This is an optimization exercise on Yosys and OpenROAD, whose aim is small area, a short achievable clock period and few clock cycles per item, not a production implementation.
Function was checked by simulation only, so behaviour that the tests miss may differ from the original.
Power figures rest on the tool's default switching activity, not on a simulated workload.

### design/flow/flow/run.sh
#!/bin/bash
# Layout flow: the standard ORFS flow (standard.sh, unchanged synthesis and
# steps), with the timing repair asked to keep more setup slack than the clock
# period needs, so that it also works on paths that already meet 10 ns.
set -euo pipefail
MARGIN=${REPAIR_MARGIN:-6.5}
bash standard.sh SETUP_SLACK_MARGIN=$MARGIN finish > flow_make.log 2>&1
### design/flow/standard.sh
#!/bin/bash
# synth_recipe.tcl (not shown) runs the flow's synth.tcl, then flattens the netlist and writes it again
# the make line also repeats each setting of config.mk as NAME=value (left out here)
make -C /OpenROAD-flow-scripts/flow DESIGN_CONFIG=/design/flow/config.mk WORK_HOME=/design/flow/orfs CLKGATE_MAP_FILE= SYNTH_SCRIPT=/design/flow/synth_recipe.tcl "${@:-finish}"
### design/flow/config.mk
export PLATFORM = sky130hd
export DESIGN_NAME = systolic_array
export DESIGN_NICKNAME = systolic_array
export VERILOG_FILES = /design/flow/design.v
export SDC_FILE = /design/flow/constraint.sdc
export NUM_CORES = 8
export LEC_CHECK = 0
export CAP_MARGIN = 20
export CORE_MARGIN = 2
export CORE_UTILIZATION = 40
export SLEW_MARGIN = 20
export SYNTH_HIERARCHICAL = 1
export SYNTH_MINIMUM_KEEP_SIZE = 0
### design/flow/constraint.sdc
create_clock -name core_clock -period 10.0 [get_ports {clk}]
set_input_delay 2.0000 -clock core_clock [delete_from_list [all_inputs] [get_ports {clk}]]
set_output_delay 2.0000 -clock core_clock [all_outputs]
set_load 0.01 [all_outputs]
### design/flow/design.v
module systolic_array #(
    parameter N_SIZE = 5 ,
    parameter DATAWIDTH = 16
) (
    input logic clk,rst_n,valid_in,
    input wire [N_SIZE*DATAWIDTH-1:0] matrix_a_in,
    input wire [N_SIZE*DATAWIDTH-1:0] matrix_b_in,
    output logic valid_out,
    output logic [N_SIZE*2*DATAWIDTH-1:0] matrix_c_out
);
  logic [4:0] cnt, cnt_nx;
  logic hold;       
  logic first;      
  logic first_n;    
  logic vo;
  always_comb begin
    if (valid_in) cnt_nx = 5'd1;
    else if (cnt == 5'd31) cnt_nx = 5'd31;
    else cnt_nx = cnt + 5'd1;
  end
  always_ff @(posedge clk or negedge rst_n) begin
    if (!rst_n) begin
      cnt   <= 5'd31;
      hold  <= 1'b0;
      first <= 1'b0;
      first_n <= 1'b1;
      vo    <= 1'b0;
    end else begin
      cnt   <= cnt_nx;
      hold  <= (cnt_nx >= 5'd5) && (cnt_nx <= 5'd24);
      first <= (cnt_nx == 5'd1) || (cnt_nx == 5'd6) || (cnt_nx == 5'd11) ||
               (cnt_nx == 5'd16) || (cnt_nx == 5'd21);
      first_n <= ~((cnt_nx == 5'd1) || (cnt_nx == 5'd6) || (cnt_nx == 5'd11) ||
                   (cnt_nx == 5'd16) || (cnt_nx == 5'd21));
      vo    <= (cnt_nx == 5'd7) || (cnt_nx == 5'd12) || (cnt_nx == 5'd17) ||
               (cnt_nx == 5'd22) || (cnt_nx == 5'd27);
    end
  end
  assign valid_out = vo;
  logic [63:0] aq [0:4];
  logic [79:0] bq [0:4];
  always_ff @(posedge clk) begin
    aq[0][47:0]  <= hold ? aq[4][63:16] : matrix_a_in[63:16];
    aq[0][63:48] <= matrix_a_in[79:64];
    bq[0] <= hold ? bq[4] : matrix_b_in;
    for (int n = 1; n < 5; n++) begin
      aq[n] <= aq[n-1];
      bq[n] <= bq[n-1];
    end
  end
  logic [15:0] aop;
  assign aop = hold ? aq[4][15:0] : matrix_a_in[15:0];
  logic [7:0] e_one, e_onen, e_two, e_twon, e_nz, e_nzn, e_neg, e_negn, e_negz, e_negzn;
  always_ff @(posedge clk) begin
    for (int i = 0; i < 8; i++) begin
      logic a2, a1, a0, one, two;
      a2 = aop[2*i+1];
      a1 = aop[2*i];
      a0 = (i > 0) ? aop[2*i-1] : 1'b0;
      one = a1 ^ a0;
      two = (a2 & ~a1 & ~a0) | (~a2 & a1 & a0);
      e_one[i]   <= one;
      e_onen[i]  <= ~one;
      e_two[i]   <= two;
      e_twon[i]  <= ~two;
      e_nz[i]    <= one | two;
      e_nzn[i]   <= ~(one | two);
      e_neg[i]   <= a2;
      e_negn[i]  <= ~a2;
      e_negz[i]  <= a2 & (one | two);
      e_negzn[i] <= ~(a2 & (one | two));
    end
  end
  localparam logic [31:0] K5 = 32'h55570000;
  genvar j;
  generate
    for (j = 0; j < 5; j++) begin : GEN_MAC
      logic [31:0] acc_s, acc_c, ns, nc, res, sum;
      cpa32 u_cpa (.a(acc_s), .b(acc_c), .y(sum));
      logic [16:0] bx;
      logic [16:0] pp [0:7];
      logic [7:0] ng;
      assign bx = {bq[0][16*j+15], bq[0][16*j +: 16]};
      always_comb begin
        for (int i = 0; i < 8; i++) begin
          for (int x = 0; x < 17; x++) begin
            logic b1, sel;
            b1 = (x > 0) ? bx[x-1] : 1'b0;
            case (j)
              0: sel = (e_one[i] & bx[x]) | (e_two[i] & b1);
              1: sel = (~e_onen[i] & bx[x]) | (~e_twon[i] & b1);
              2: sel = e_one[i] ? bx[x] : (e_nz[i] & b1);
              3: sel = ~e_onen[i] ? bx[x] : (~e_nzn[i] & b1);
              default: sel = ~e_nzn[i] & (~e_twon[i] ? b1 : bx[x]);
            endcase
            case (j)
              0, 4: pp[i][x] = sel ^ e_neg[i];
              1: pp[i][x] = sel ^ ~e_negn[i];
              2: pp[i][x] = sel ^ e_negz[i];
              default: pp[i][x] = sel ^ ~e_negzn[i];
            endcase
          end
          case (j)
            0, 4: ng[i] = e_neg[i];
            1: ng[i] = ~e_negn[i];
            2: ng[i] = e_negz[i];
            default: ng[i] = ~e_negzn[i];
          endcase
        end
      end
      mac_tree u_tree (
        .pp0(pp[0][15:0]), .pp1(pp[1][15:0]), .pp2(pp[2][15:0]), .pp3(pp[3][15:0]),
        .pp4(pp[4][15:0]), .pp5(pp[5][15:0]), .pp6(pp[6][15:0]), .pp7(pp[7][15:0]),
        .npp0(~pp[0][16]), .npp1(~pp[1][16]), .npp2(~pp[2][16]), .npp3(~pp[3][16]),
        .npp4(~pp[4][16]), .npp5(~pp[5][16]), .npp6(~pp[6][16]), .npp7(~pp[7][16]),
        .neg(ng),
        .as(first ? K5 : acc_s), .ac(first_n ? acc_c : 32'd0),
        .os(ns), .oc(nc)
      );
      always_ff @(posedge clk) begin
        acc_s <= ns;
        acc_c <= nc;
        res   <= sum;
      end
      assign matrix_c_out[32*j +: 32] = res;
    end
  endgenerate
endmodule
module mac_tree (
    input  logic [15:0] pp0, pp1, pp2, pp3, pp4, pp5, pp6, pp7,
    input  logic        npp0, npp1, npp2, npp3, npp4, npp5, npp6, npp7,
    input  logic [7:0]  neg,
    input  logic [31:0] as, ac,
    output logic [31:0] os, oc
);
  wire s0, k0;
  fa_cell u0 (.a(neg[0]), .b(pp0[0]), .c(as[0]), .s(s0), .co(k0));
  wire s1, k1;
  fa_cell u1 (.a(pp0[1]), .b(as[1]), .c(ac[1]), .s(s1), .co(k1));
  wire s2, k2;
  fa_cell u2 (.a(neg[1]), .b(pp0[2]), .c(pp1[0]), .s(s2), .co(k2));
  wire s3, k3;
  fa_cell u3 (.a(as[2]), .b(ac[2]), .c(s2), .s(s3), .co(k3));
  wire s4, k4;
  fa_cell u4 (.a(pp0[3]), .b(pp1[1]), .c(as[3]), .s(s4), .co(k4));
  wire s5, k5;
  fa_cell u5 (.a(ac[3]), .b(k2), .c(s4), .s(s5), .co(k5));
  wire s6, k6;
  fa_cell u6 (.a(neg[2]), .b(pp0[4]), .c(pp1[2]), .s(s6), .co(k6));
  wire s7, k7;
  fa_cell u7 (.a(pp2[0]), .b(as[4]), .c(ac[4]), .s(s7), .co(k7));
  wire s8, k8;
  fa_cell u8 (.a(s6), .b(k4), .c(s7), .s(s8), .co(k8));
  wire s9, k9;
  fa_cell u9 (.a(pp0[5]), .b(pp1[3]), .c(pp2[1]), .s(s9), .co(k9));
  wire s10, k10;
  fa_cell u10 (.a(as[5]), .b(ac[5]), .c(k6), .s(s10), .co(k10));
  wire s11, k11;
  fa_cell u11 (.a(s9), .b(k7), .c(s10), .s(s11), .co(k11));
  wire s12, k12;
  fa_cell u12 (.a(neg[3]), .b(pp0[6]), .c(pp1[4]), .s(s12), .co(k12));
  wire s13, k13;
  fa_cell u13 (.a(pp2[2]), .b(pp3[0]), .c(as[6]), .s(s13), .co(k13));
  wire s14, k14;
  fa_cell u14 (.a(ac[6]), .b(k9), .c(s12), .s(s14), .co(k14));
  wire s15, k15;
  fa_cell u15 (.a(s13), .b(k10), .c(s14), .s(s15), .co(k15));
  wire s16, k16;
  fa_cell u16 (.a(pp0[7]), .b(pp1[5]), .c(pp2[3]), .s(s16), .co(k16));
  wire s17, k17;
  fa_cell u17 (.a(pp3[1]), .b(as[7]), .c(ac[7]), .s(s17), .co(k17));
  wire s18, k18;
  fa_cell u18 (.a(k12), .b(s16), .c(k13), .s(s18), .co(k18));
  wire s19, k19;
  fa_cell u19 (.a(s17), .b(k14), .c(s18), .s(s19), .co(k19));
  wire s20, k20;
  fa_cell u20 (.a(neg[4]), .b(pp0[8]), .c(pp1[6]), .s(s20), .co(k20));
  wire s21, k21;
  fa_cell u21 (.a(pp2[4]), .b(pp3[2]), .c(pp4[0]), .s(s21), .co(k21));
  wire s22, k22;
  fa_cell u22 (.a(as[8]), .b(ac[8]), .c(k16), .s(s22), .co(k22));
  wire s23, k23;
  fa_cell u23 (.a(s20), .b(s21), .c(k17), .s(s23), .co(k23));
  wire s24, k24;
  fa_cell u24 (.a(s22), .b(k18), .c(s23), .s(s24), .co(k24));
  wire s25, k25;
  fa_cell u25 (.a(pp0[9]), .b(pp1[7]), .c(pp2[5]), .s(s25), .co(k25));
  wire s26, k26;
  fa_cell u26 (.a(pp3[3]), .b(pp4[1]), .c(as[9]), .s(s26), .co(k26));
  wire s27, k27;
  fa_cell u27 (.a(ac[9]), .b(k20), .c(k21), .s(s27), .co(k27));
  wire s28, k28;
  fa_cell u28 (.a(s25), .b(s26), .c(k22), .s(s28), .co(k28));
  wire s29, k29;
  fa_cell u29 (.a(s27), .b(k23), .c(s28), .s(s29), .co(k29));
  wire s30, k30;
  fa_cell u30 (.a(neg[5]), .b(pp0[10]), .c(pp1[8]), .s(s30), .co(k30));
  wire s31, k31;
  fa_cell u31 (.a(pp2[6]), .b(pp3[4]), .c(pp4[2]), .s(s31), .co(k31));
  wire s32, k32;
  fa_cell u32 (.a(pp5[0]), .b(as[10]), .c(ac[10]), .s(s32), .co(k32));
  wire s33, k33;
  fa_cell u33 (.a(k25), .b(s30), .c(s31), .s(s33), .co(k33));
  wire s34, k34;
  fa_cell u34 (.a(k26), .b(s32), .c(k27), .s(s34), .co(k34));
  wire s35, k35;
  fa_cell u35 (.a(s33), .b(k28), .c(s34), .s(s35), .co(k35));
  wire s36, k36;
  fa_cell u36 (.a(pp0[11]), .b(pp1[9]), .c(pp2[7]), .s(s36), .co(k36));
  wire s37, k37;
  fa_cell u37 (.a(pp3[5]), .b(pp4[3]), .c(pp5[1]), .s(s37), .co(k37));
  wire s38, k38;
  fa_cell u38 (.a(as[11]), .b(ac[11]), .c(k30), .s(s38), .co(k38));
  wire s39, k39;
  fa_cell u39 (.a(k31), .b(s36), .c(s37), .s(s39), .co(k39));
  wire s40, k40;
  fa_cell u40 (.a(k32), .b(s38), .c(k33), .s(s40), .co(k40));
  wire s41, k41;
  fa_cell u41 (.a(s39), .b(k34), .c(s40), .s(s41), .co(k41));
  wire s42, k42;
  fa_cell u42 (.a(neg[6]), .b(pp0[12]), .c(pp1[10]), .s(s42), .co(k42));
  wire s43, k43;
  fa_cell u43 (.a(pp2[8]), .b(pp3[6]), .c(pp4[4]), .s(s43), .co(k43));
  wire s44, k44;
  fa_cell u44 (.a(pp5[2]), .b(pp6[0]), .c(as[12]), .s(s44), .co(k44));
  wire s45, k45;
  fa_cell u45 (.a(ac[12]), .b(k36), .c(k37), .s(s45), .co(k45));
  wire s46, k46;
  fa_cell u46 (.a(s42), .b(s43), .c(s44), .s(s46), .co(k46));
  wire s47, k47;
  fa_cell u47 (.a(k38), .b(s45), .c(k39), .s(s47), .co(k47));
  wire s48, k48;
  fa_cell u48 (.a(s46), .b(k40), .c(s47), .s(s48), .co(k48));
  wire s49, k49;
  fa_cell u49 (.a(pp0[13]), .b(pp1[11]), .c(pp2[9]), .s(s49), .co(k49));
  wire s50, k50;
  fa_cell u50 (.a(pp3[7]), .b(pp4[5]), .c(pp5[3]), .s(s50), .co(k50));
  wire s51, k51;
  fa_cell u51 (.a(pp6[1]), .b(as[13]), .c(ac[13]), .s(s51), .co(k51));
  wire s52, k52;
  fa_cell u52 (.a(k42), .b(k43), .c(s49), .s(s52), .co(k52));
  wire s53, k53;
  fa_cell u53 (.a(s50), .b(k44), .c(s51), .s(s53), .co(k53));
  wire s54, k54;
  fa_cell u54 (.a(k45), .b(s52), .c(k46), .s(s54), .co(k54));
  wire s55, k55;
  fa_cell u55 (.a(s53), .b(k47), .c(s54), .s(s55), .co(k55));
  wire s56, k56;
  fa_cell u56 (.a(neg[7]), .b(pp0[14]), .c(pp1[12]), .s(s56), .co(k56));
  wire s57, k57;
  fa_cell u57 (.a(pp2[10]), .b(pp3[8]), .c(pp4[6]), .s(s57), .co(k57));
  wire s58, k58;
  fa_cell u58 (.a(pp5[4]), .b(pp6[2]), .c(pp7[0]), .s(s58), .co(k58));
  wire s59, k59;
  fa_cell u59 (.a(as[14]), .b(ac[14]), .c(k49), .s(s59), .co(k59));
  wire s60, k60;
  fa_cell u60 (.a(k50), .b(s56), .c(s57), .s(s60), .co(k60));
  wire s61, k61;
  fa_cell u61 (.a(s58), .b(k51), .c(s59), .s(s61), .co(k61));
  wire s62, k62;
  fa_cell u62 (.a(k52), .b(s60), .c(k53), .s(s62), .co(k62));
  wire s63, k63;
  fa_cell u63 (.a(s61), .b(k54), .c(s62), .s(s63), .co(k63));
  wire s64, k64;
  fa_cell u64 (.a(pp0[15]), .b(pp1[13]), .c(pp2[11]), .s(s64), .co(k64));
  wire s65, k65;
  fa_cell u65 (.a(pp3[9]), .b(pp4[7]), .c(pp5[5]), .s(s65), .co(k65));
  wire s66, k66;
  fa_cell u66 (.a(pp6[3]), .b(pp7[1]), .c(as[15]), .s(s66), .co(k66));
  wire s67, k67;
  fa_cell u67 (.a(ac[15]), .b(k56), .c(k57), .s(s67), .co(k67));
  wire s68, k68;
  fa_cell u68 (.a(k58), .b(s64), .c(s65), .s(s68), .co(k68));
  wire s69, k69;
  fa_cell u69 (.a(s66), .b(k59), .c(s67), .s(s69), .co(k69));
  wire s70, k70;
  fa_cell u70 (.a(k60), .b(s68), .c(k61), .s(s70), .co(k70));
  wire s71, k71;
  fa_cell u71 (.a(s69), .b(k62), .c(s70), .s(s71), .co(k71));
  wire s72, k72;
  fa_cell u72 (.a(npp0), .b(pp1[14]), .c(pp2[12]), .s(s72), .co(k72));
  wire s73, k73;
  fa_cell u73 (.a(pp3[10]), .b(pp4[8]), .c(pp5[6]), .s(s73), .co(k73));
  wire s74, k74;
  fa_cell u74 (.a(pp6[4]), .b(pp7[2]), .c(as[16]), .s(s74), .co(k74));
  wire s75, k75;
  fa_cell u75 (.a(ac[16]), .b(k64), .c(k65), .s(s75), .co(k75));
  wire s76, k76;
  fa_cell u76 (.a(s72), .b(s73), .c(k66), .s(s76), .co(k76));
  wire s77, k77;
  fa_cell u77 (.a(s74), .b(k67), .c(s75), .s(s77), .co(k77));
  wire s78, k78;
  fa_cell u78 (.a(k68), .b(s76), .c(k69), .s(s78), .co(k78));
  wire s79, k79;
  fa_cell u79 (.a(s77), .b(k70), .c(s78), .s(s79), .co(k79));
  wire s80, k80;
  fa_cell u80 (.a(pp1[15]), .b(pp2[13]), .c(pp3[11]), .s(s80), .co(k80));
  wire s81, k81;
  fa_cell u81 (.a(pp4[9]), .b(pp5[7]), .c(pp6[5]), .s(s81), .co(k81));
  wire s82, k82;
  fa_cell u82 (.a(pp7[3]), .b(as[17]), .c(ac[17]), .s(s82), .co(k82));
  wire s83, k83;
  fa_cell u83 (.a(k72), .b(k73), .c(s80), .s(s83), .co(k83));
  wire s84, k84;
  fa_cell u84 (.a(s81), .b(k74), .c(s82), .s(s84), .co(k84));
  wire s85, k85;
  fa_cell u85 (.a(k75), .b(k76), .c(s83), .s(s85), .co(k85));
  wire s86, k86;
  fa_cell u86 (.a(s84), .b(k77), .c(s85), .s(s86), .co(k86));
  wire s87, k87;
  ha_cell u87 (.a(k78), .b(s86), .s(s87), .c(k87));
  wire s88, k88;
  fa_cell u88 (.a(npp1), .b(pp2[14]), .c(pp3[12]), .s(s88), .co(k88));
  wire s89, k89;
  fa_cell u89 (.a(pp4[10]), .b(pp5[8]), .c(pp6[6]), .s(s89), .co(k89));
  wire s90, k90;
  fa_cell u90 (.a(pp7[4]), .b(as[18]), .c(ac[18]), .s(s90), .co(k90));
  wire s91, k91;
  fa_cell u91 (.a(k80), .b(k81), .c(s88), .s(s91), .co(k91));
  wire s92, k92;
  fa_cell u92 (.a(s89), .b(k82), .c(s90), .s(s92), .co(k92));
  wire s93, k93;
  fa_cell u93 (.a(k83), .b(s91), .c(k84), .s(s93), .co(k93));
  wire s94, k94;
  fa_cell u94 (.a(s92), .b(k85), .c(s93), .s(s94), .co(k94));
  wire s95, k95;
  ha_cell u95 (.a(k86), .b(s94), .s(s95), .c(k95));
  wire s96, k96;
  fa_cell u96 (.a(pp2[15]), .b(pp3[13]), .c(pp4[11]), .s(s96), .co(k96));
  wire s97, k97;
  fa_cell u97 (.a(pp5[9]), .b(pp6[7]), .c(pp7[5]), .s(s97), .co(k97));
  wire s98, k98;
  fa_cell u98 (.a(as[19]), .b(ac[19]), .c(k88), .s(s98), .co(k98));
  wire s99, k99;
  fa_cell u99 (.a(k89), .b(s96), .c(s97), .s(s99), .co(k99));
  wire s100, k100;
  fa_cell u100 (.a(k90), .b(s98), .c(k91), .s(s100), .co(k100));
  wire s101, k101;
  fa_cell u101 (.a(s99), .b(k92), .c(s100), .s(s101), .co(k101));
  wire s102, k102;
  fa_cell u102 (.a(k93), .b(s101), .c(k94), .s(s102), .co(k102));
  wire s103, k103;
  fa_cell u103 (.a(npp2), .b(pp3[14]), .c(pp4[12]), .s(s103), .co(k103));
  wire s104, k104;
  fa_cell u104 (.a(pp5[10]), .b(pp6[8]), .c(pp7[6]), .s(s104), .co(k104));
  wire s105, k105;
  fa_cell u105 (.a(as[20]), .b(ac[20]), .c(k96), .s(s105), .co(k105));
  wire s106, k106;
  fa_cell u106 (.a(k97), .b(s103), .c(s104), .s(s106), .co(k106));
  wire s107, k107;
  fa_cell u107 (.a(k98), .b(s105), .c(k99), .s(s107), .co(k107));
  wire s108, k108;
  fa_cell u108 (.a(s106), .b(k100), .c(s107), .s(s108), .co(k108));
  wire s109, k109;
  ha_cell u109 (.a(k101), .b(s108), .s(s109), .c(k109));
  wire s110, k110;
  fa_cell u110 (.a(pp3[15]), .b(pp4[13]), .c(pp5[11]), .s(s110), .co(k110));
  wire s111, k111;
  fa_cell u111 (.a(pp6[9]), .b(pp7[7]), .c(as[21]), .s(s111), .co(k111));
  wire s112, k112;
  fa_cell u112 (.a(ac[21]), .b(k103), .c(k104), .s(s112), .co(k112));
  wire s113, k113;
  fa_cell u113 (.a(s110), .b(s111), .c(k105), .s(s113), .co(k113));
  wire s114, k114;
  fa_cell u114 (.a(s112), .b(k106), .c(k107), .s(s114), .co(k114));
  wire s115, k115;
  fa_cell u115 (.a(s113), .b(k108), .c(s114), .s(s115), .co(k115));
  wire s116, k116;
  fa_cell u116 (.a(npp3), .b(pp4[14]), .c(pp5[12]), .s(s116), .co(k116));
  wire s117, k117;
  fa_cell u117 (.a(pp6[10]), .b(pp7[8]), .c(as[22]), .s(s117), .co(k117));
  wire s118, k118;
  fa_cell u118 (.a(ac[22]), .b(k110), .c(s116), .s(s118), .co(k118));
  wire s119, k119;
  fa_cell u119 (.a(k111), .b(s117), .c(k112), .s(s119), .co(k119));
  wire s120, k120;
  fa_cell u120 (.a(s118), .b(k113), .c(s119), .s(s120), .co(k120));
  wire s121, k121;
  ha_cell u121 (.a(k114), .b(s120), .s(s121), .c(k121));
  wire s122, k122;
  fa_cell u122 (.a(pp4[15]), .b(pp5[13]), .c(pp6[11]), .s(s122), .co(k122));
  wire s123, k123;
  fa_cell u123 (.a(pp7[9]), .b(as[23]), .c(ac[23]), .s(s123), .co(k123));
  wire s124, k124;
  fa_cell u124 (.a(k116), .b(s122), .c(k117), .s(s124), .co(k124));
  wire s125, k125;
  fa_cell u125 (.a(s123), .b(k118), .c(s124), .s(s125), .co(k125));
  wire s126, k126;
  fa_cell u126 (.a(k119), .b(s125), .c(k120), .s(s126), .co(k126));
  wire s127, k127;
  fa_cell u127 (.a(npp4), .b(pp5[14]), .c(pp6[12]), .s(s127), .co(k127));
  wire s128, k128;
  fa_cell u128 (.a(pp7[10]), .b(as[24]), .c(ac[24]), .s(s128), .co(k128));
  wire s129, k129;
  fa_cell u129 (.a(k122), .b(s127), .c(k123), .s(s129), .co(k129));
  wire s130, k130;
  fa_cell u130 (.a(s128), .b(k124), .c(s129), .s(s130), .co(k130));
  wire s131, k131;
  ha_cell u131 (.a(k125), .b(s130), .s(s131), .c(k131));
  wire s132, k132;
  fa_cell u132 (.a(pp5[15]), .b(pp6[13]), .c(pp7[11]), .s(s132), .co(k132));
  wire s133, k133;
  fa_cell u133 (.a(as[25]), .b(ac[25]), .c(k127), .s(s133), .co(k133));
  wire s134, k134;
  fa_cell u134 (.a(s132), .b(k128), .c(s133), .s(s134), .co(k134));
  wire s135, k135;
  fa_cell u135 (.a(k129), .b(s134), .c(k130), .s(s135), .co(k135));
  wire s136, k136;
  fa_cell u136 (.a(npp5), .b(pp6[14]), .c(pp7[12]), .s(s136), .co(k136));
  wire s137, k137;
  fa_cell u137 (.a(as[26]), .b(ac[26]), .c(k132), .s(s137), .co(k137));
  wire s138, k138;
  fa_cell u138 (.a(s136), .b(k133), .c(s137), .s(s138), .co(k138));
  wire s139, k139;
  ha_cell u139 (.a(k134), .b(s138), .s(s139), .c(k139));
  wire s140, k140;
  fa_cell u140 (.a(pp6[15]), .b(pp7[13]), .c(as[27]), .s(s140), .co(k140));
  wire s141, k141;
  fa_cell u141 (.a(ac[27]), .b(k136), .c(s140), .s(s141), .co(k141));
  wire s142, k142;
  fa_cell u142 (.a(k137), .b(s141), .c(k138), .s(s142), .co(k142));
  wire s143, k143;
  fa_cell u143 (.a(npp6), .b(pp7[14]), .c(as[28]), .s(s143), .co(k143));
  wire s144, k144;
  fa_cell u144 (.a(ac[28]), .b(k140), .c(s143), .s(s144), .co(k144));
  wire s145, k145;
  ha_cell u145 (.a(k141), .b(s144), .s(s145), .c(k145));
  wire s146, k146;
  fa_cell u146 (.a(pp7[15]), .b(as[29]), .c(ac[29]), .s(s146), .co(k146));
  wire s147, k147;
  fa_cell u147 (.a(k143), .b(s146), .c(k144), .s(s147), .co(k147));
  wire s148, k148;
  fa_cell u148 (.a(npp7), .b(as[30]), .c(ac[30]), .s(s148), .co(k148));
  wire s149, k149;
  ha_cell u149 (.a(k146), .b(s148), .s(s149), .c(k149));
  wire s150, k150;
  fa_cell u150 (.a(as[31]), .b(ac[31]), .c(k148), .s(s150), .co(k150));
  assign os[0] = ac[0];
  assign oc[0] = s0;
  assign os[1] = k0;
  assign oc[1] = s1;
  assign os[2] = k1;
  assign oc[2] = s3;
  assign os[3] = k3;
  assign oc[3] = s5;
  assign os[4] = k5;
  assign oc[4] = s8;
  assign os[5] = k8;
  assign oc[5] = s11;
  assign os[6] = k11;
  assign oc[6] = s15;
  assign os[7] = k15;
  assign oc[7] = s19;
  assign os[8] = k19;
  assign oc[8] = s24;
  assign os[9] = k24;
  assign oc[9] = s29;
  assign os[10] = k29;
  assign oc[10] = s35;
  assign os[11] = k35;
  assign oc[11] = s41;
  assign os[12] = k41;
  assign oc[12] = s48;
  assign os[13] = k48;
  assign oc[13] = s55;
  assign os[14] = k55;
  assign oc[14] = s63;
  assign os[15] = k63;
  assign oc[15] = s71;
  assign os[16] = k71;
  assign oc[16] = s79;
  assign os[17] = k79;
  assign oc[17] = s87;
  assign os[18] = k87;
  assign oc[18] = s95;
  assign os[19] = k95;
  assign oc[19] = s102;
  assign os[20] = k102;
  assign oc[20] = s109;
  assign os[21] = k109;
  assign oc[21] = s115;
  assign os[22] = k115;
  assign oc[22] = s121;
  assign os[23] = k121;
  assign oc[23] = s126;
  assign os[24] = k126;
  assign oc[24] = s131;
  assign os[25] = k131;
  assign oc[25] = s135;
  assign os[26] = k135;
  assign oc[26] = s139;
  assign os[27] = k139;
  assign oc[27] = s142;
  assign os[28] = k142;
  assign oc[28] = s145;
  assign os[29] = k145;
  assign oc[29] = s147;
  assign os[30] = k147;
  assign oc[30] = s149;
  assign os[31] = k149;
  assign oc[31] = s150;
endmodule
module cpa32 (input logic [31:0] a, b, output logic [31:0] y);
  logic [31:0] g, p;
  assign g = a & b;
  assign p = a ^ b;
  wire G0 = g[1] | (p[1] & g[0]);
  wire G1 = g[3] | (p[3] & g[2]);
  wire P1 = p[3] & p[2];
  wire G2 = g[5] | (p[5] & g[4]);
  wire P2 = p[5] & p[4];
  wire G3 = g[7] | (p[7] & g[6]);
  wire P3 = p[7] & p[6];
  wire G4 = g[9] | (p[9] & g[8]);
  wire P4 = p[9] & p[8];
  wire G5 = g[11] | (p[11] & g[10]);
  wire P5 = p[11] & p[10];
  wire G6 = g[13] | (p[13] & g[12]);
  wire P6 = p[13] & p[12];
  wire G7 = g[15] | (p[15] & g[14]);
  wire P7 = p[15] & p[14];
  wire G8 = g[17] | (p[17] & g[16]);
  wire P8 = p[17] & p[16];
  wire G9 = g[19] | (p[19] & g[18]);
  wire P9 = p[19] & p[18];
  wire G10 = g[21] | (p[21] & g[20]);
  wire P10 = p[21] & p[20];
  wire G11 = g[23] | (p[23] & g[22]);
  wire P11 = p[23] & p[22];
  wire G12 = g[25] | (p[25] & g[24]);
  wire P12 = p[25] & p[24];
  wire G13 = g[27] | (p[27] & g[26]);
  wire P13 = p[27] & p[26];
  wire G14 = g[29] | (p[29] & g[28]);
  wire P14 = p[29] & p[28];
  wire G15 = g[31] | (p[31] & g[30]);
  wire P15 = p[31] & p[30];
  wire G16 = G1 | (P1 & G0);
  wire G17 = G3 | (P3 & G2);
  wire P17 = P3 & P2;
  wire G18 = G5 | (P5 & G4);
  wire P18 = P5 & P4;
  wire G19 = G7 | (P7 & G6);
  wire P19 = P7 & P6;
  wire G20 = G9 | (P9 & G8);
  wire P20 = P9 & P8;
  wire G21 = G11 | (P11 & G10);
  wire P21 = P11 & P10;
  wire G22 = G13 | (P13 & G12);
  wire P22 = P13 & P12;
  wire G23 = G15 | (P15 & G14);
  wire P23 = P15 & P14;
  wire G24 = G17 | (P17 & G16);
  wire G25 = G19 | (P19 & G18);
  wire P25 = P19 & P18;
  wire G26 = G21 | (P21 & G20);
  wire P26 = P21 & P20;
  wire G27 = G23 | (P23 & G22);
  wire P27 = P23 & P22;
  wire G28 = G25 | (P25 & G24);
  wire G29 = G27 | (P27 & G26);
  wire P29 = P27 & P26;
  wire G30 = G29 | (P29 & G28);
  wire G31 = G26 | (P26 & G28);
  wire G32 = G18 | (P18 & G24);
  wire G33 = G20 | (P20 & G28);
  wire G34 = G22 | (P22 & G31);
  wire G35 = G2 | (P2 & G16);
  wire G36 = G4 | (P4 & G24);
  wire G37 = G6 | (P6 & G32);
  wire G38 = G8 | (P8 & G28);
  wire G39 = G10 | (P10 & G33);
  wire G40 = G12 | (P12 & G31);
  wire G41 = G14 | (P14 & G34);
  wire G42 = g[2] | (p[2] & G0);
  wire G43 = g[4] | (p[4] & G16);
  wire G44 = g[6] | (p[6] & G35);
  wire G45 = g[8] | (p[8] & G24);
  wire G46 = g[10] | (p[10] & G36);
  wire G47 = g[12] | (p[12] & G32);
  wire G48 = g[14] | (p[14] & G37);
  wire G49 = g[16] | (p[16] & G28);
  wire G50 = g[18] | (p[18] & G38);
  wire G51 = g[20] | (p[20] & G33);
  wire G52 = g[22] | (p[22] & G39);
  wire G53 = g[24] | (p[24] & G31);
  wire G54 = g[26] | (p[26] & G40);
  wire G55 = g[28] | (p[28] & G34);
  wire G56 = g[30] | (p[30] & G41);
  assign y[0] = p[0];
  assign y[1] = p[1] ^ g[0];
  assign y[2] = p[2] ^ G0;
  assign y[3] = p[3] ^ G42;
  assign y[4] = p[4] ^ G16;
  assign y[5] = p[5] ^ G43;
  assign y[6] = p[6] ^ G35;
  assign y[7] = p[7] ^ G44;
  assign y[8] = p[8] ^ G24;
  assign y[9] = p[9] ^ G45;
  assign y[10] = p[10] ^ G36;
  assign y[11] = p[11] ^ G46;
  assign y[12] = p[12] ^ G32;
  assign y[13] = p[13] ^ G47;
  assign y[14] = p[14] ^ G37;
  assign y[15] = p[15] ^ G48;
  assign y[16] = p[16] ^ G28;
  assign y[17] = p[17] ^ G49;
  assign y[18] = p[18] ^ G38;
  assign y[19] = p[19] ^ G50;
  assign y[20] = p[20] ^ G33;
  assign y[21] = p[21] ^ G51;
  assign y[22] = p[22] ^ G39;
  assign y[23] = p[23] ^ G52;
  assign y[24] = p[24] ^ G31;
  assign y[25] = p[25] ^ G53;
  assign y[26] = p[26] ^ G40;
  assign y[27] = p[27] ^ G54;
  assign y[28] = p[28] ^ G34;
  assign y[29] = p[29] ^ G55;
  assign y[30] = p[30] ^ G41;
  assign y[31] = p[31] ^ G56;
endmodule
module fa_cell (input logic a, b, c, output logic s, co);
  assign s  = a ^ b ^ c;
  assign co = (a & b) | (a & c) | (b & c);
endmodule
module ha_cell (input logic a, b, output logic s, c);
  assign s = a ^ b;
  assign c = a & b;
endmodule
==> flow_summary.yaml, run 1 <==
logic_synthesis:
  ys_seq_area_share_pct: 38.18
  synth_area_leaders: "dfxtp_1 (38%), fa_1 (24%), xnor2_1 (7.6%)"
  synth_seq_cells: 1289
  synth_edf_count: 0
  synth_top_area_share_pct: 37.84
  yosys.cell_count.top_type: "dfxtp_1"
  ys_types: 60
  async_flop_share_pct: 0.6982
  yosysTopAreaCell: "dfxtp_1"
  synth_warnings: 21
  yosys_most_used_dff: "dfxtp_1"
  syn_avg_cell_area_um2: 11.93
  synth_commonest_cells: "dfxtp_1 (1,280), fa_1 (795), xnor2_1 (587)"
  postSynthCellCount: 5678
  syn_nets: 6822
  synth.cell_area_um2: 67720
clock_network:
  path_clk_slew_ns: 0.06
  h-tree-depth: 4
  cts_root_buf: "clkbuf_16"
  cts_tree: "yes"
  cts_buffers: 141
  clk_path_buf_depth: 3
  worstSkewPairLatency_ns: 0.82
  cts.sinks: 1289
  holdBufCountCts: 0
detailed_routing:
  ant_nets: 0
  vias: 40470
  first_iter_violations: 3214
  wl_mm: 176.8
  vias_per_cell: 5.007
  dr.pass1.iters: 6
  drc_errors: 0
  post_drt_wl_per_cell_um: 21.87
global_routing:
  gr-total-overflow: 0
  grt_max_degree: 112
  track_usage_pct: 20.30
  grt_pass1_vias: 43360
  antenna_found_initial: 18
  grt_pass1_wl_mm: 267.1
power:
  power_frac_seq_pct: 24.4
  p_total_w: 0.03436
  p_per_area_nw_per_um2: 435.6
  power.switching_w: 0.01415
  p_comb_share_pct: 59.3
  p_int_w: 0.02021
  p_sw_share_pct: 41.17
  ir_drop_mv: 0.2507
  clockPowerShare_pct: 16.3
  leakagePower_nw: 32.48
worst_hold_path:
  min_from: "bq[2][72]$_DFF_P_"
  hp-class: "flop to flop"
  hold_depth: 0
  holdPathEnd: "bq[3][72]$_DFF_P_"
cells_and_area:
  multiInputGateArea_um2: 37640
  fill_cells: 15080
  fin_util_pct: 46.75
  layout-drive-gt1-share_pct: 17.33
  fin_nets: 6890
  seqCellArea_um2: 26150
  fin_cells: 8082
  area_growth_syn_to_layout_pct: 16.49
timing:
  period_minus_slack_ns: 3.514
  slew_viol_final: 0
  setup_violations: 0
  slew_headroom_pct: 37.65
  setup_tns_ns: 0
  period_share_pct: 35.14
  whs_ns: 0.2737
  hold_viol_final: 0
  clock.fmax_mhz: 284.6
  fin_skew_ns: 0.06483
  rsz0062_at_grt: "yes"
  worst_pin_slew_ns: 0.9353
placement:
  finalWeightedCongestion: 0.8615
  numPortBuffers: 323
  post-place-cells: 7610
  dp_hpwl_mm: 117.6
critical_path:
  required_ns: 10.66
  critPathBufInv: 1
  r2r_slack_ns: 6.49
  critPathMostFrequentCell: "fa_1"
  worstReg2RegEnd: "GEN_MAC[3].acc_c[19]$_DFF_P_"
  crit_path_cell_trace: "buf_16 -> or2_2 -> fa_1 -> fa_1 -> fa_1 -> fa_1 -> fa_1"
  crit_type: "flop to flop"
  crit_family: "adder cells"
  rr_worst_depth: 7
  cp_max_fo: 11
  crit_path_end_kind: "flop"
  regToRegStartpoint: "first$_DFF_PN0_"
  cpPeakStageDelay_ns: 0.60
  slowest_stage: "dfrtp_4"
  cp-start-kind: "flop"
  critPathArrivalTime_ns: 4.18
die:
  initial_utilization_pct: 40.14
  die_x_um: 415.5
  die_area_um2: 172600
  num_io_pins: 324
  num_rows: 151
  die_h_um: 415.5
  core_area_um2: 168700
status:
  outcome: "finished clean"
run:
  drv_cap: 0
layout make-up:
class	count	share of cell area, %
diodes	3	0.009517
clock buffers	184	5.009
clock inverters	74	1.508
inverters	168	0.8661
multi-input cells	3541	47.71
flip-flops and latches	1289	33.15
well taps	2218	3.518
repair buffers	601	8.190
repair inverters	4	0.03807
layer usage:
layer / part of all wire, % / track usage [%] / wire [um]
met5: 0.084 / 0 / 148
met4: 5.1 / 9.625 / 8932
met3: 6.5 / 4.305 / 11410
met2: 46 / 32.33 / 81720
met1: 42 / 26.32 / 74560
cells by family after synthesis:
group                    count (synthesis)  synth area share (%)
AO/OA/AOI/OAI                          703                 7.132
XOR/XNOR                               770                 9.970
adder cells (fa/ha/maj)                981                 26.94
buffers and inverters                  849                 6.718
flip-flops                            1289                 38.18
multiplexers                           268                 4.366
AND/OR/NAND/NOR                        818                 6.689
registers in the layout, summed over array words and instances (netlist names):
signal,flops
GEN_MAC.acc_c,160
GEN_MAC.acc_s,160
GEN_MAC.res,160
aq,320
bq,400
cnt,5
e_neg,8
e_negn,8
e_negz,8
e_negzn,8
e_nz,8
e_nzn,8
e_one,8
e_onen,8
e_two,8
e_twon,8
first,1
first_n,1
hold,1
vo,1
power by group through the flow:
stage               logic, W  clock network (W)  registers (W)
floorplan             0.0220                  0        0.00813
global placement      0.0193                  0        0.00845
detailed placement    0.0199                  0        0.00848
CTS                   0.0205            0.00575        0.00841
global route          0.0235            0.00596        0.00857
finish                0.0204            0.00559        0.00839
stage by stage:
stage | worst slack, ns | instance area [um^2]
floorplan | 6.472 | 67920
global placement | 5.504 | 70420
detailed placement | 5.481 | 70420
CTS | 6.418 | 77560
global route | 6.432 | 78870
finish | 6.486 | 78880
worst max-delay path by stage:
stage | start | to | depth (start not counted)
2_1_floorplan | e_onen[4]$_DFF_P_ | GEN_MAC[3].acc_c[19]$_DFF_P_ | 10
3_3_place_gp | e_nzn[1]$_DFF_P_ | GEN_MAC[3].acc_c[19]$_DFF_P_ | 8
3_5_place_dp | e_nzn[1]$_DFF_P_ | GEN_MAC[3].acc_c[19]$_DFF_P_ | 8
4_1_cts | first$_DFF_PN0_ | GEN_MAC[3].acc_c[19]$_DFF_P_ | 7
5_1_grt | bq[0][62]$_DFF_P_ | GEN_MAC[3].acc_c[19]$_DFF_P_ | 9
6_report | first$_DFF_PN0_ | GEN_MAC[3].acc_c[19]$_DFF_P_ | 7
Yosys stat by module (local to each module, per instance):
module / flops+latches / cell area (um^2) / copies in the design
cpa32: 0 / 1313 / 5
fa_cell: 0 / 20.02 / 715
ha_cell: 0 / 12.51 / 40
mac_tree: 0 / 480.5 / 5
systolic_array: 1289 / 43940 / 1
what timing repair did:
action                     in CTS  in global routing
setup endpoints to repair     313                 61
resized for setup             463                139
gates cloned                   21                 11
pin swaps                       7                 39
buffers inserted              107                 72
worst register-to-register path, delay by kind of cell, from the launching register on:
kind	cells	cell delay [ns]
buffers and inverters	1	0.24
flip-flops	1	0.60
AND/OR/NAND/NOR	1	0.35
adder cells (fa/ha/maj)	5	2.18
placed cells by master (no fill, tap or decap), drive strengths merged, types with 10 or more instances in the layout:
| cell | Yosys | final |
|---|---|---|
| clkdlybuf4s50 | 0 | 162 |
| o21bai | 11 | 11 |
| xnor2 | 588 | 588 |
| clkinvlp | 0 | 26 |
| mux2i | 137 | 137 |
| ha | 186 | 186 |
| and4 | 11 | 11 |
| nand3 | 27 | 27 |
| nor2 | 159 | 159 |
| clkdlybuf4s15 | 0 | 43 |
| a22oi | 240 | 240 |
| and2 | 165 | 165 |
| dfxtp | 1280 | 1280 |
| o22ai | 120 | 120 |
| clkinv | 0 | 39 |
| xor2 | 182 | 182 |
| mux2 | 131 | 131 |
| inv | 168 | 165 |
| bufinv | 0 | 16 |
| o211ai | 10 | 10 |
| o21ai | 43 | 43 |
| nand2 | 112 | 112 |
| a21o | 55 | 55 |
| o21a | 17 | 17 |
| or2 | 45 | 45 |
| dlygate4sd2 | 0 | 117 |
| nor2b | 268 | 269 |
| nand2b | 10 | 10 |
| fa | 795 | 795 |
| buf | 438 | 251 |
| clkbuf | 243 | 196 |
| a21oi | 168 | 168 |
| bufbuf | 0 | 16 |
Testbench counts, summed over its fixed seeds: cycles 6,912, matrices 256.
==> inputs of run 2 (changes only) <==
--- a/design/flow/design.v
+++ b/design/flow/design.v
@@ -74,2 +74,3 @@
   localparam logic [31:0] K5 = 32'h55570000;
+  localparam int NVAR = 1;
   genvar j;
@@ -82,2 +83,3 @@
       logic [7:0] ng;
+      localparam int VSEL = (NVAR == 1) ? 0 : j;
       assign bx = {bq[0][16*j+15], bq[0][16*j +: 16]};
@@ -88,3 +90,3 @@
             b1 = (x > 0) ? bx[x-1] : 1'b0;
-            case (j)
+            case (VSEL)
               0: sel = (e_one[i] & bx[x]) | (e_two[i] & b1);
@@ -95,3 +97,3 @@
             endcase
-            case (j)
+            case (VSEL)
               0, 4: pp[i][x] = sel ^ e_neg[i];
@@ -102,3 +104,3 @@
           end
-          case (j)
+          case (VSEL)
             0, 4: ng[i] = e_neg[i];
==> design/flow/flow/run.sh (replaced) <==
#!/bin/bash
# Layout flow: the standard ORFS flow (standard.sh: unchanged synthesis and
# steps) with two changes in how the layout is made:
#  - the timing repair is asked to keep more setup slack than the 10 ns clock
#    needs, so that it also shortens paths that already meet it;
#  - the port buffers that the flow inserts on every input and output are
#    buf_2 cells instead of the flow's default delay-buffer cells.
set -euo pipefail
MARGIN=${REPAIR_MARGIN:-6.5}
bash standard.sh SETUP_SLACK_MARGIN=$MARGIN \
  "BUFFER_PORTS_ARGS=-buffer_cell sky130_fd_sc_hd__buf_2" finish > flow_make.log 2>&1
--- a/design/flow/config.mk
+++ b/design/flow/config.mk
@@ -9,3 +9,5 @@
 export CORE_MARGIN = 2
-export CORE_UTILIZATION = 40
+export CORE_UTILIZATION = 60
+export CTS_CLUSTER_DIAMETER = 60
+export CTS_CLUSTER_SIZE = 30
 export SLEW_MARGIN = 20
==> flow_summary.yaml, run 2 <==
run:
  drv_cap: 0
timing:
  period_share_pct: 34.79
  worst_pin_slew_ns: 0.7053
  slew_viol_final: 0
  hold_viol_final: 0
  slew_headroom_pct: 51.64
  rsz0062_at_grt: "yes"
  fin_ws_ns: 6.521
  period_minus_slack_ns: 3.479
  setup_violations: 0
  clock.fmax_mhz: 287.4
  setup_tns_ns: 0
  fin_skew_ns: 0.03775
critical_path:
  critPathBufInv: 1
  crit_path_cell_trace: "buf_16 -> a22oi_1 -> xnor2_1 -> fa_1 -> fa_1 -> fa_1 -> fa_1 -> fa_1"
  worstReg2RegEnd: "GEN_MAC[1].acc_c[19]$_DFF_P_"
  required_ns: 10.57
  crit_family: "adder cells"
  cpPeakStageDelay_ns: 0.49
  regToRegStartpoint: "e_two[5]$_DFF_P_"
  slowest_stage: "fa_1"
  critPathArrivalTime_ns: 4.05
  cp-start-kind: "flop"
  endpoint: "GEN_MAC[1].acc_c[19]$_DFF_P_"
  cp.depth: 8
  rr_worst_depth: 8
  critPathLaunch: "e_two[5]$_DFF_P_"
  crit_path_end_kind: "flop"
  crit_type: "flop to flop"
  cp_max_fo: 48
  r2r_slack_ns: 6.52
  critPathMostFrequentCell: "fa_1"
placement:
  dp_hpwl_mm: 100.0
  numPortBuffers: 323
  finalWeightedCongestion: 0.8359
  post-place-cells: 6382
  pre_cts_slack_ns: 5.458
power:
  leakagePower_nw: 28.62
  p_per_area_nw_per_um2: 416.7
  p_int_w: 0.01702
  clockPowerShare_pct: 14.6
  p_comb_share_pct: 58.8
  power_frac_seq_pct: 26.6
  power.switching_w: 0.01258
  p_sw_share_pct: 42.49
  ir_drop_mv: 0.2235
  p_total_w: 0.02960
logic_synthesis:
  synth_top_family_by_area: "adder cells"
  synth_commonest_cells: "dfxtp_1 (1,224), fa_1 (795), xnor2_1 (683)"
  synth_top_area_share_pct: 37.67
  ys_types: 46
  synth_adder_area_share_pct: 28.05
  synthXorXnorAreaFrac_pct: 10.37
  synthSimpleGateAreaFrac_pct: 4.394
  synth-compound-area-share_pct: 9.707
  ys_seq_area_share_pct: 38.03
  synth_area_leaders: "dfxtp_1 (38%), fa_1 (24%), xnor2_1 (9.2%)"
  synth_warnings: 21
  yosys.cell_count.top_type: "dfxtp_1"
  yosys_most_used_dff: "dfxtp_1"
  yosysTopAreaCell: "dfxtp_1"
  async_flop_share_pct: 0.7299
  synth_seq_cells: 1233
  synth.cell_area_um2: 65040
  syn_avg_cell_area_um2: 12.14
  synth_edf_count: 0
  postSynthCellCount: 5360
  syn_nets: 6504
  synth.area.mux_share_pct: 2.481
die:
  num_rows: 120
  die_h_um: 333.3
  initial_utilization_pct: 60.59
  die_area_um2: 111100
  core_area_um2: 107400
  num_io_pins: 324
  die_x_um: 333.3
cells_and_area:
  fin_nets: 6329
  layout-drive-gt1-share_pct: 18.54
  layout_commonest_cell: "dfxtp_1"
  fin_cells: 6672
  mostFrequentLayoutCells: "dfxtp_1 (1,134), fa_1 (791), xnor2_1 (683)"
  top_regs: "bq x400, aq x320"
  area_growth_syn_to_layout_pct: 9.187
  largest_reg_flops: 400
  top_register: "bq"
clock_network:
  clk_path_buf_depth: 3
  cts_tree: "yes"
  worstSkewPairLatency_ns: 0.71
  cts_buffers: 93
  path_clk_slew_ns: 0.09
  h-tree-depth: 3
  cts.sinks: 1233
  cts_root_buf: "clkbuf_16"
global_routing:
  grt_pass1_wl_mm: 251.5
  grt_max_degree: 60
  grt_pass1_vias: 41270
  antenna_found_initial: 25
  gr-total-overflow: 0
  track_usage_pct: 29.76
detailed_routing:
  ant_nets: 0
  vias: 38720
  wl_mm: 165.9
  post_drt_wl_per_cell_um: 24.86
  drc_errors: 0
  first_iter_violations: 3458
  vias_per_cell: 5.804
  dr.pass1.iters: 6
status:
  outcome: "finished clean"
worst_hold_path:
  hp-class: "flop to flop"
==> run 2: cell count changes in the layout (fill, tap and decap cells not counted), sizes merged, moves of 43 or more <==
cell           before   now
mux2i             137    15
buf               251   465
o22ai             120     0
dlygate4sd2       117     0
clkdlybuf4s50     162     0
xnor2             588   683
nor2b             269   117
clkdlybuf4s15      43     0
a22oi             240   600
xor2              182    87
a21oi             168    72
clkbuf            196   111
dfxtp            1280  1224
nor2              159    25
==> run 2: metal layers <==
metal  part of all wire [%]  global-route usage [%]  wire length, um
met3                    9.7                   8.123            16120
met1                     43                   41.39            70520
met4                    3.8                   10.99             6342
met5                   0.14                       0              231
met2                     44                   44.71            72660
==> run 2: repair_timing <==
| action | CTS | global route |
|---|---|---|
| pin swaps | 0 | 8 |
| hold buffers | 0 | 0 |
| cloned | 10 | 8 |
| setup buffers | 86 | 7 |
| endpoints found under the setup margin | 197 | 36 |
| endpoints found under the hold margin | 0 | 0 |
| gates resized for setup | 162 | 75 |
==> run 2: worst reg2reg max path, cell delays in order, from the launching register on <==
cell	delay (ns)
dfxtp_4	0.40
buf_16	0.27
a22oi_1	0.20
xnor2_1	0.22
fa_1	0.49
fa_1	0.46
fa_1	0.48
fa_1	0.41
fa_1	0.43
==> run 2: cells by family after synthesis <==
group	after synthesis
AO/OA/AOI/OAI	846
adder cells (fa/ha/maj)	981
AND/OR/NAND/NOR	519
flip-flops	1233
multiplexers	145
buffers and inverters	866
XOR/XNOR	770
==> run 2: how the worst min path moves through the flow <==
stage | cells after the start | to | startpoint
after floorplan | 0 | aq[1][0]$_DFF_P_ | aq[0][0]$_DFF_P_
after global placement | 0 | bq[3][25]$_DFF_P_ | bq[2][25]$_DFF_P_
after detailed placement | 0 | bq[4][17]$_DFF_P_ | bq[3][17]$_DFF_P_
after CTS | 0 | bq[2][32]$_DFF_P_ | bq[1][32]$_DFF_P_
after global routing | 0 | bq[4][29]$_DFF_P_ | bq[3][29]$_DFF_P_
final | 0 | bq[2][32]$_DFF_P_ | bq[1][32]$_DFF_P_
==> run 2: area by class of cell <==
cell class,count,area (um^2)
fill,8111,36330
multi-input combinational,3261,35810
sequential,1233,25000
timing repair buffer,482,4295
clock buffer,103,2500
tap,1403,1755
clock inverter,72,1221
inverter,114,427.9
antenna,4,10.01
==> run 2: metrics by stage <==
step	cell area, um^2	utilization [%]	hold WS (ns)
2_1_floorplan	65370	-	0.3096
3_3_place_gp	64790	60.36	0.3095
3_5_place_dp	64790	60.36	0.3121
4_1_cts	70520	65.69	0.3150
5_1_grt	71010	66.15	0.3201
6_report	71020	66.16	0.3149
==> run 2: power groups by stage <==
| stage | registers (W) | logic, W | clock network [W] |
|---|---|---|---|
| finish | 0.00788 | 0.0174 | 0.00431 |
| global placement | 0.00815 | 0.0162 | 0 |
| global route | 0.00804 | 0.0201 | 0.00459 |
| CTS | 0.00787 | 0.0174 | 0.00439 |
| floorplan | 0.00770 | 0.0195 | 0 |
| detailed placement | 0.00817 | 0.0166 | 0 |
==> run 2: modules after synthesis, one instance, submodules excluded <==
module / flip-flops and latches / cells / cell area [um^2] / copies in the design
mac_tree: 0 / 64 / 480.5 / 5
cpa32: 0 / 145 / 1301 / 5
ha_cell: 0 / 1 / 12.51 / 40
systolic_array: 1233 / 3560 / 41320 / 1
fa_cell: 0 / 1 / 20.02 / 715
Testbench counts of run 2, summed over its fixed seeds: cycles 6,912, matrices 256.
==> inputs of run 3 (changes only) <==
--- a/design/flow/design.v
+++ b/design/flow/design.v
@@ -79,3 +79,6 @@
       logic [31:0] acc_s, acc_c, ns, nc, res, sum;
-      cpa32 u_cpa (.a(acc_s), .b(acc_c), .y(sum));
+      logic [31:5] acc_ch;    
+      assign acc_c = {acc_ch, 5'd0};
+      cpa32 u_cpa (.a(acc_s[31:5]), .b(acc_ch), .y(sum[31:5]));
+      assign sum[5-1:0] = acc_s[5-1:0];
       logic [16:0] bx;
@@ -123,3 +126,3 @@
         acc_s <= ns;
-        acc_c <= nc;
+        acc_ch <= nc[31:5];
         res   <= sum;
@@ -140,3 +143,3 @@
   wire s1, k1;
-  fa_cell u1 (.a(pp0[1]), .b(as[1]), .c(ac[1]), .s(s1), .co(k1));
+  fa_cell u1 (.a(pp0[1]), .b(as[1]), .c(k0), .s(s1), .co(k1));
   wire s2, k2;
@@ -144,3 +147,3 @@
   wire s3, k3;
-  fa_cell u3 (.a(as[2]), .b(ac[2]), .c(s2), .s(s3), .co(k3));
+  fa_cell u3 (.a(as[2]), .b(s2), .c(k1), .s(s3), .co(k3));
   wire s4, k4;
@@ -148,3 +151,3 @@
   wire s5, k5;
-  fa_cell u5 (.a(ac[3]), .b(k2), .c(s4), .s(s5), .co(k5));
+  fa_cell u5 (.a(k2), .b(s4), .c(k3), .s(s5), .co(k5));
   wire s6, k6;
@@ -152,5 +155,5 @@
   wire s7, k7;
-  fa_cell u7 (.a(pp2[0]), .b(as[4]), .c(ac[4]), .s(s7), .co(k7));
+  fa_cell u7 (.a(pp2[0]), .b(as[4]), .c(s6), .s(s7), .co(k7));
   wire s8, k8;
-  fa_cell u8 (.a(s6), .b(k4), .c(s7), .s(s8), .co(k8));
+  fa_cell u8 (.a(k4), .b(s7), .c(k5), .s(s8), .co(k8));
   wire s9, k9;
@@ -160,3 +163,3 @@
   wire s11, k11;
-  fa_cell u11 (.a(s9), .b(k7), .c(s10), .s(s11), .co(k11));
+  fa_cell u11 (.a(s9), .b(s10), .c(k7), .s(s11), .co(k11));
   wire s12, k12;
@@ -439,12 +442,12 @@
   fa_cell u150 (.a(as[31]), .b(ac[31]), .c(k148), .s(s150), .co(k150));
-  assign os[0] = ac[0];
-  assign oc[0] = s0;
-  assign os[1] = k0;
-  assign oc[1] = s1;
-  assign os[2] = k1;
-  assign oc[2] = s3;
-  assign os[3] = k3;
-  assign oc[3] = s5;
-  assign os[4] = k5;
-  assign oc[4] = s8;
+  assign os[0] = s0;
+  assign oc[0] = 1'b0;
+  assign os[1] = s1;
+  assign oc[1] = 1'b0;
+  assign os[2] = s3;
+  assign oc[2] = 1'b0;
+  assign os[3] = s5;
+  assign oc[3] = 1'b0;
+  assign os[4] = s8;
+  assign oc[4] = 1'b0;
   assign os[5] = k8;
@@ -504,4 +507,4 @@
 endmodule
-module cpa32 (input logic [31:0] a, b, output logic [31:0] y);
-  logic [31:0] g, p;
+module cpa32 (input logic [26:0] a, b, output logic [26:0] y);
+  logic [26:0] g, p;
   assign g = a & b;
@@ -533,60 +536,41 @@
   wire P12 = p[25] & p[24];
-  wire G13 = g[27] | (p[27] & g[26]);
-  wire P13 = p[27] & p[26];
-  wire G14 = g[29] | (p[29] & g[28]);
-  wire P14 = p[29] & p[28];
-  wire G15 = g[31] | (p[31] & g[30]);
-  wire P15 = p[31] & p[30];
-  wire G16 = G1 | (P1 & G0);
-  wire G17 = G3 | (P3 & G2);
-  wire P17 = P3 & P2;
-  wire G18 = G5 | (P5 & G4);
-  wire P18 = P5 & P4;
-  wire G19 = G7 | (P7 & G6);
-  wire P19 = P7 & P6;
-  wire G20 = G9 | (P9 & G8);
-  wire P20 = P9 & P8;
-  wire G21 = G11 | (P11 & G10);
-  wire P21 = P11 & P10;
-  wire G22 = G13 | (P13 & G12);
-  wire P22 = P13 & P12;
-  wire G23 = G15 | (P15 & G14);
-  wire P23 = P15 & P14;
-  wire G24 = G17 | (P17 & G16);
-  wire G25 = G19 | (P19 & G18);
-  wire P25 = P19 & P18;
-  wire G26 = G21 | (P21 & G20);
-  wire P26 = P21 & P20;
-  wire G27 = G23 | (P23 & G22);
-  wire P27 = P23 & P22;
-  wire G28 = G25 | (P25 & G24);
-  wire G29 = G27 | (P27 & G26);
-  wire P29 = P27 & P26;
-  wire G30 = G29 | (P29 & G28);
-  wire G31 = G26 | (P26 & G28);
-  wire G32 = G18 | (P18 & G24);
-  wire G33 = G20 | (P20 & G28);
-  wire G34 = G22 | (P22 & G31);
-  wire G35 = G2 | (P2 & G16);
-  wire G36 = G4 | (P4 & G24);
-  wire G37 = G6 | (P6 & G32);
-  wire G38 = G8 | (P8 & G28);
-  wire G39 = G10 | (P10 & G33);
-  wire G40 = G12 | (P12 & G31);
-  wire G41 = G14 | (P14 & G34);
-  wire G42 = g[2] | (p[2] & G0);
-  wire G43 = g[4] | (p[4] & G16);
-  wire G44 = g[6] | (p[6] & G35);
-  wire G45 = g[8] | (p[8] & G24);
-  wire G46 = g[10] | (p[10] & G36);
-  wire G47 = g[12] | (p[12] & G32);
-  wire G48 = g[14] | (p[14] & G37);
-  wire G49 = g[16] | (p[16] & G28);
-  wire G50 = g[18] | (p[18] & G38);
-  wire G51 = g[20] | (p[20] & G33);
-  wire G52 = g[22] | (p[22] & G39);
-  wire G53 = g[24] | (p[24] & G31);
-  wire G54 = g[26] | (p[26] & G40);
-  wire G55 = g[28] | (p[28] & G34);
-  wire G56 = g[30] | (p[30] & G41);
+  wire G13 = G1 | (P1 & G0);
+  wire G14 = G3 | (P3 & G2);
+  wire P14 = P3 & P2;
+  wire G15 = G5 | (P5 & G4);
+  wire P15 = P5 & P4;
+  wire G16 = G7 | (P7 & G6);
+  wire P16 = P7 & P6;
+  wire G17 = G9 | (P9 & G8);
+  wire P17 = P9 & P8;
+  wire G18 = G11 | (P11 & G10);
+  wire P18 = P11 & P10;
+  wire G19 = G14 | (P14 & G13);
+  wire G20 = G16 | (P16 & G15);
+  wire P20 = P16 & P15;
+  wire G21 = G18 | (P18 & G17);
+  wire P21 = P18 & P17;
+  wire G22 = G20 | (P20 & G19);
+  wire G23 = G21 | (P21 & G22);
+  wire G24 = G15 | (P15 & G19);
+  wire G25 = G17 | (P17 & G22);
+  wire G26 = G2 | (P2 & G13);
+  wire G27 = G4 | (P4 & G19);
+  wire G28 = G6 | (P6 & G24);
+  wire G29 = G8 | (P8 & G22);
+  wire G30 = G10 | (P10 & G25);
+  wire G31 = G12 | (P12 & G23);
+  wire G32 = g[2] | (p[2] & G0);
+  wire G33 = g[4] | (p[4] & G13);
+  wire G34 = g[6] | (p[6] & G26);
+  wire G35 = g[8] | (p[8] & G19);
+  wire G36 = g[10] | (p[10] & G27);
+  wire G37 = g[12] | (p[12] & G24);
+  wire G38 = g[14] | (p[14] & G28);
+  wire G39 = g[16] | (p[16] & G22);
+  wire G40 = g[18] | (p[18] & G29);
+  wire G41 = g[20] | (p[20] & G25);
+  wire G42 = g[22] | (p[22] & G30);
+  wire G43 = g[24] | (p[24] & G23);
+  wire G44 = g[26] | (p[26] & G31);
   assign y[0] = p[0];
@@ -594,31 +578,26 @@
   assign y[2] = p[2] ^ G0;
-  assign y[3] = p[3] ^ G42;
-  assign y[4] = p[4] ^ G16;
-  assign y[5] = p[5] ^ G43;
-  assign y[6] = p[6] ^ G35;
-  assign y[7] = p[7] ^ G44;
-  assign y[8] = p[8] ^ G24;
-  assign y[9] = p[9] ^ G45;
-  assign y[10] = p[10] ^ G36;
-  assign y[11] = p[11] ^ G46;
-  assign y[12] = p[12] ^ G32;
-  assign y[13] = p[13] ^ G47;
-  assign y[14] = p[14] ^ G37;
-  assign y[15] = p[15] ^ G48;
-  assign y[16] = p[16] ^ G28;
-  assign y[17] = p[17] ^ G49;
-  assign y[18] = p[18] ^ G38;
-  assign y[19] = p[19] ^ G50;
-  assign y[20] = p[20] ^ G33;
-  assign y[21] = p[21] ^ G51;
-  assign y[22] = p[22] ^ G39;
-  assign y[23] = p[23] ^ G52;
-  assign y[24] = p[24] ^ G31;
-  assign y[25] = p[25] ^ G53;
-  assign y[26] = p[26] ^ G40;
-  assign y[27] = p[27] ^ G54;
-  assign y[28] = p[28] ^ G34;
-  assign y[29] = p[29] ^ G55;
-  assign y[30] = p[30] ^ G41;
-  assign y[31] = p[31] ^ G56;
+  assign y[3] = p[3] ^ G32;
+  assign y[4] = p[4] ^ G13;
+  assign y[5] = p[5] ^ G33;
+  assign y[6] = p[6] ^ G26;
+  assign y[7] = p[7] ^ G34;
+  assign y[8] = p[8] ^ G19;
+  assign y[9] = p[9] ^ G35;
+  assign y[10] = p[10] ^ G27;
+  assign y[11] = p[11] ^ G36;
+  assign y[12] = p[12] ^ G24;
+  assign y[13] = p[13] ^ G37;
+  assign y[14] = p[14] ^ G28;
+  assign y[15] = p[15] ^ G38;
+  assign y[16] = p[16] ^ G22;
+  assign y[17] = p[17] ^ G39;
+  assign y[18] = p[18] ^ G29;
+  assign y[19] = p[19] ^ G40;
+  assign y[20] = p[20] ^ G25;
+  assign y[21] = p[21] ^ G41;
+  assign y[22] = p[22] ^ G30;
+  assign y[23] = p[23] ^ G42;
+  assign y[24] = p[24] ^ G23;
+  assign y[25] = p[25] ^ G43;
+  assign y[26] = p[26] ^ G31;
 endmodule
==> flow_summary.yaml, run 3 <==
logic_synthesis:
  postSynthCellCount: 5188
  synth.cell_area_um2: 63130
  synth_warnings: 21
  syn_avg_cell_area_um2: 12.17
  syn_nets: 6297
clock_network:
  cts_tree: "yes"
  cts_root_buf: "clkbuf_16"
  h-tree-depth: 3
  cts.sinks: 1208
  cts_buffers: 87
  clk_path_buf_depth: 3
  worstSkewPairLatency_ns: 0.74
  path_clk_slew_ns: 0.10
detailed_routing:
  first_iter_violations: 3527
  drc_errors: 0
  post_drt_wl_per_cell_um: 24.93
  wl_mm: 162.5
  vias_per_cell: 5.811
  ant_nets: 0
  vias: 37870
  dr.pass1.iters: 7
global_routing:
  grt_use_met2_pct: 45.52
  antenna_found_initial: 25
  top_usage_layer: "met2"
  gr-total-overflow: 0
  grt_max_degree: 56
  grt_use_met3_pct: 7.260
  grt_pass1_wl_mm: 244.3
  track_usage_pct: 29.87
  grt_pass1_vias: 39930
  met1_usage_pct: 42.13
cells_and_area:
  layout_commonest_cell: "dfxtp_1"
  fin_cells: 6518
  design_area_um2: 69440
  area_growth_syn_to_layout_pct: 9.996
  fin_util_pct: 66.80
  mostFrequentLayoutCells: "dfxtp_1 (1,114), fa_1 (772), xnor2_1 (675)"
  largest_reg_flops: 400
  fin_nets: 6169
  top_regs: "bq x400, aq x320"
  top_register: "bq"
  fill_cells: 7828
  layout-drive-gt1-share_pct: 19.40
critical_path:
  crit_type: "flop to flop"
  cp-start-kind: "flop"
  regToRegStartpoint: "e_two[5]$_DFF_P_"
  crit_family: "adder cells"
  critPathBufInv: 1
  critPathArrivalTime_ns: 4.09
  slowest_stage: "fa_1"
  required_ns: 10.59
  crit_path_end_kind: "flop"
  crit_path_cell_trace: "buf_16 -> a22oi_1 -> xnor2_1 -> fa_1 -> fa_1 -> fa_1 -> fa_1 -> fa_1"
  cpPeakStageDelay_ns: 0.50
  r2r_slack_ns: 6.50
  critPathMostFrequentCell: "fa_1"
  cp_max_fo: 24
  rr_worst_depth: 8
  worstReg2RegEnd: "GEN_MAC[1].acc_ch[19]$_DFF_P_"
worst_hold_path:
  hold_depth: 0
  hp-class: "flop to flop"
  holdPathEnd: "aq[4][16]$_DFF_P_"
  min_from: "aq[3][16]$_DFF_P_"
die:
  initial_utilization_pct: 60.73
  die_x_um: 328.4
  core_area_um2: 103900
  die_h_um: 328.4
  num_io_pins: 324
  die_area_um2: 107800
  num_rows: 118
timing:
  setup_violations: 0
  fin_skew_ns: 0.05854
  worst_pin_slew_ns: 0.6824
  rsz0062_at_grt: "yes"
  hold_viol_final: 0
  period_minus_slack_ns: 3.502
  fin_ws_ns: 6.498
  period_share_pct: 35.02
  clock.fmax_mhz: 285.5
  slew_headroom_pct: 53.21
  slew_viol_final: 0
  setup_tns_ns: 0
placement:
  finalWeightedCongestion: 0.8298
  post-place-cells: 6223
  dp_hpwl_mm: 97.62
  dpl_cell_area_um2: 63120
  pre_cts_slack_ns: 5.393
  numPortBuffers: 323
run:
  drv_cap: 0
power:
  leakagePower_nw: 28.06
  ir_drop_mv: 0.2842
  p_per_area_nw_per_um2: 423.1
status:
  outcome: "finished clean"
## run 3: routing by layer
metal | routed length, um | vias up | part of all wire [%]
met5 | 230 | - | 0.14
met4 | 5984 | 38 | 3.7
met3 | 16740 | 391 | 10
met2 | 72220 | 1862 | 44
met1 | 67330 | 19100 | 41
li1 | - | 16480 | -
## run 3: repair_timing
item,4_1_cts,5_1_grt
setup buffers,92,13
resized for setup,186,86
hold buffers,0,0
cloned,9,14
pin swaps,1,7
setup endpoints to repair,234,40
## run 3: final cells by class
type | instances | area (um^2) | area share, %
Sequential cell | 1208 | 24490 | 35.27
Tap cell | 1380 | 1727 | 2.487
Clock inverter | 70 | 1234 | 1.777
Timing Repair Buffer | 507 | 4622 | 6.656
Multi-Input combinational cell | 3148 | 34730 | 50.02
Antenna cell | 5 | 12.51 | 0.01802
Inverter | 108 | 405.4 | 0.5838
Clock buffer | 92 | 2216 | 3.191
## run 3: worst max-delay path by stage
stage / from / to / slack (ns) / cells after the start
floorplan: bq[0][7]$_DFF_P_ / GEN_MAC[0].acc_ch[19]$_DFF_P_ / 6.49 / 10
global placement: e_neg[2]$_DFF_P_ / GEN_MAC[0].acc_ch[19]$_DFF_P_ / 5.47 / 7
detailed placement: e_neg[2]$_DFF_P_ / GEN_MAC[0].acc_ch[21]$_DFF_P_ / 5.39 / 7
CTS: first$_DFF_PN0_ / GEN_MAC[1].acc_ch[19]$_DFF_P_ / 6.46 / 7
global route: e_two[5]$_DFF_P_ / GEN_MAC[1].acc_ch[19]$_DFF_P_ / 6.43 / 8
finish: e_two[5]$_DFF_P_ / GEN_MAC[1].acc_ch[19]$_DFF_P_ / 6.50 / 8
## run 3: where the power goes
| part | total [W] | switching, W | internal (W) |
|---|---|---|---|
| Sequential | 0.00774 | 0.000965 | 0.00678 |
| Combinational | 0.0176 | 0.00936 | 0.00820 |
| Clock | 0.00407 | 0.00214 | 0.00194 |
## run 3: worst reg2reg max path, stage by stage, from the launching register on
cell and delay, ns:
dfxtp_4 0.47, buf_16 0.24, a22oi_1 0.14, xnor2_1 0.24, fa_1 0.50, fa_1 0.44
fa_1 0.45, fa_1 0.43, fa_1 0.44
## run 3: stage by stage
stage | total power (W) | hold slack [ns]
after floorplan | 0.02728 | 0.3096
after global placement | 0.02410 | 0.3096
after detailed placement | 0.02469 | 0.3121
after CTS | 0.02941 | 0.3173
after global routing | 0.03246 | 0.3221
final | 0.02938 | 0.3143
Testbench counts of run 3, summed over its fixed seeds: cycles 6,912, matrices 256.

what the ideal ports hide:
Ports are ideal in the flow. The routed layouts listed here were re-timed in OpenROAD.
Step 1 (the two cells are an assumption about what drives the block):
set clk [get_ports {clk}]
set_driving_cell -lib_cell sky130_fd_sc_hd__clkbuf_16 $clk
set_driving_cell -lib_cell sky130_fd_sc_hd__buf_2 [delete_from_list [all_inputs] $clk]
Step 2 adds t to the input delays and takes it off the output delays; t is the mean of the earliest and latest rising clock arrival at the registers after step 1. Input paths then give back, and output paths get back, about the clock's delay inside the block.
Three values: ideal, step 1, step 2; two values: the first two.
run	t (ns)	setup WS [ns]	worst hold slack (ns)	worst setup path at the end	latest minus earliest clock arrival (ns)
run 1	0.875	6.486 / 6.483 / 6.089	0.274 / 0.274 / 0.274	input to register	0.077 / 0.077
run 2	0.770	6.521 / 6.521 / 6.521	0.315 / 0.315 / 0.315	register to register	0.041 / 0.041
run 3	0.787	6.498 / 6.498 / 6.498	0.314 / 0.314 / 0.314	register to register	0.062 / 0.062
After both steps setup and hold are still met in every run listed. For run 1, which loses most, drivers alone change the setup slack by -0.003 ns; drivers and shift together by -0.397 ns.
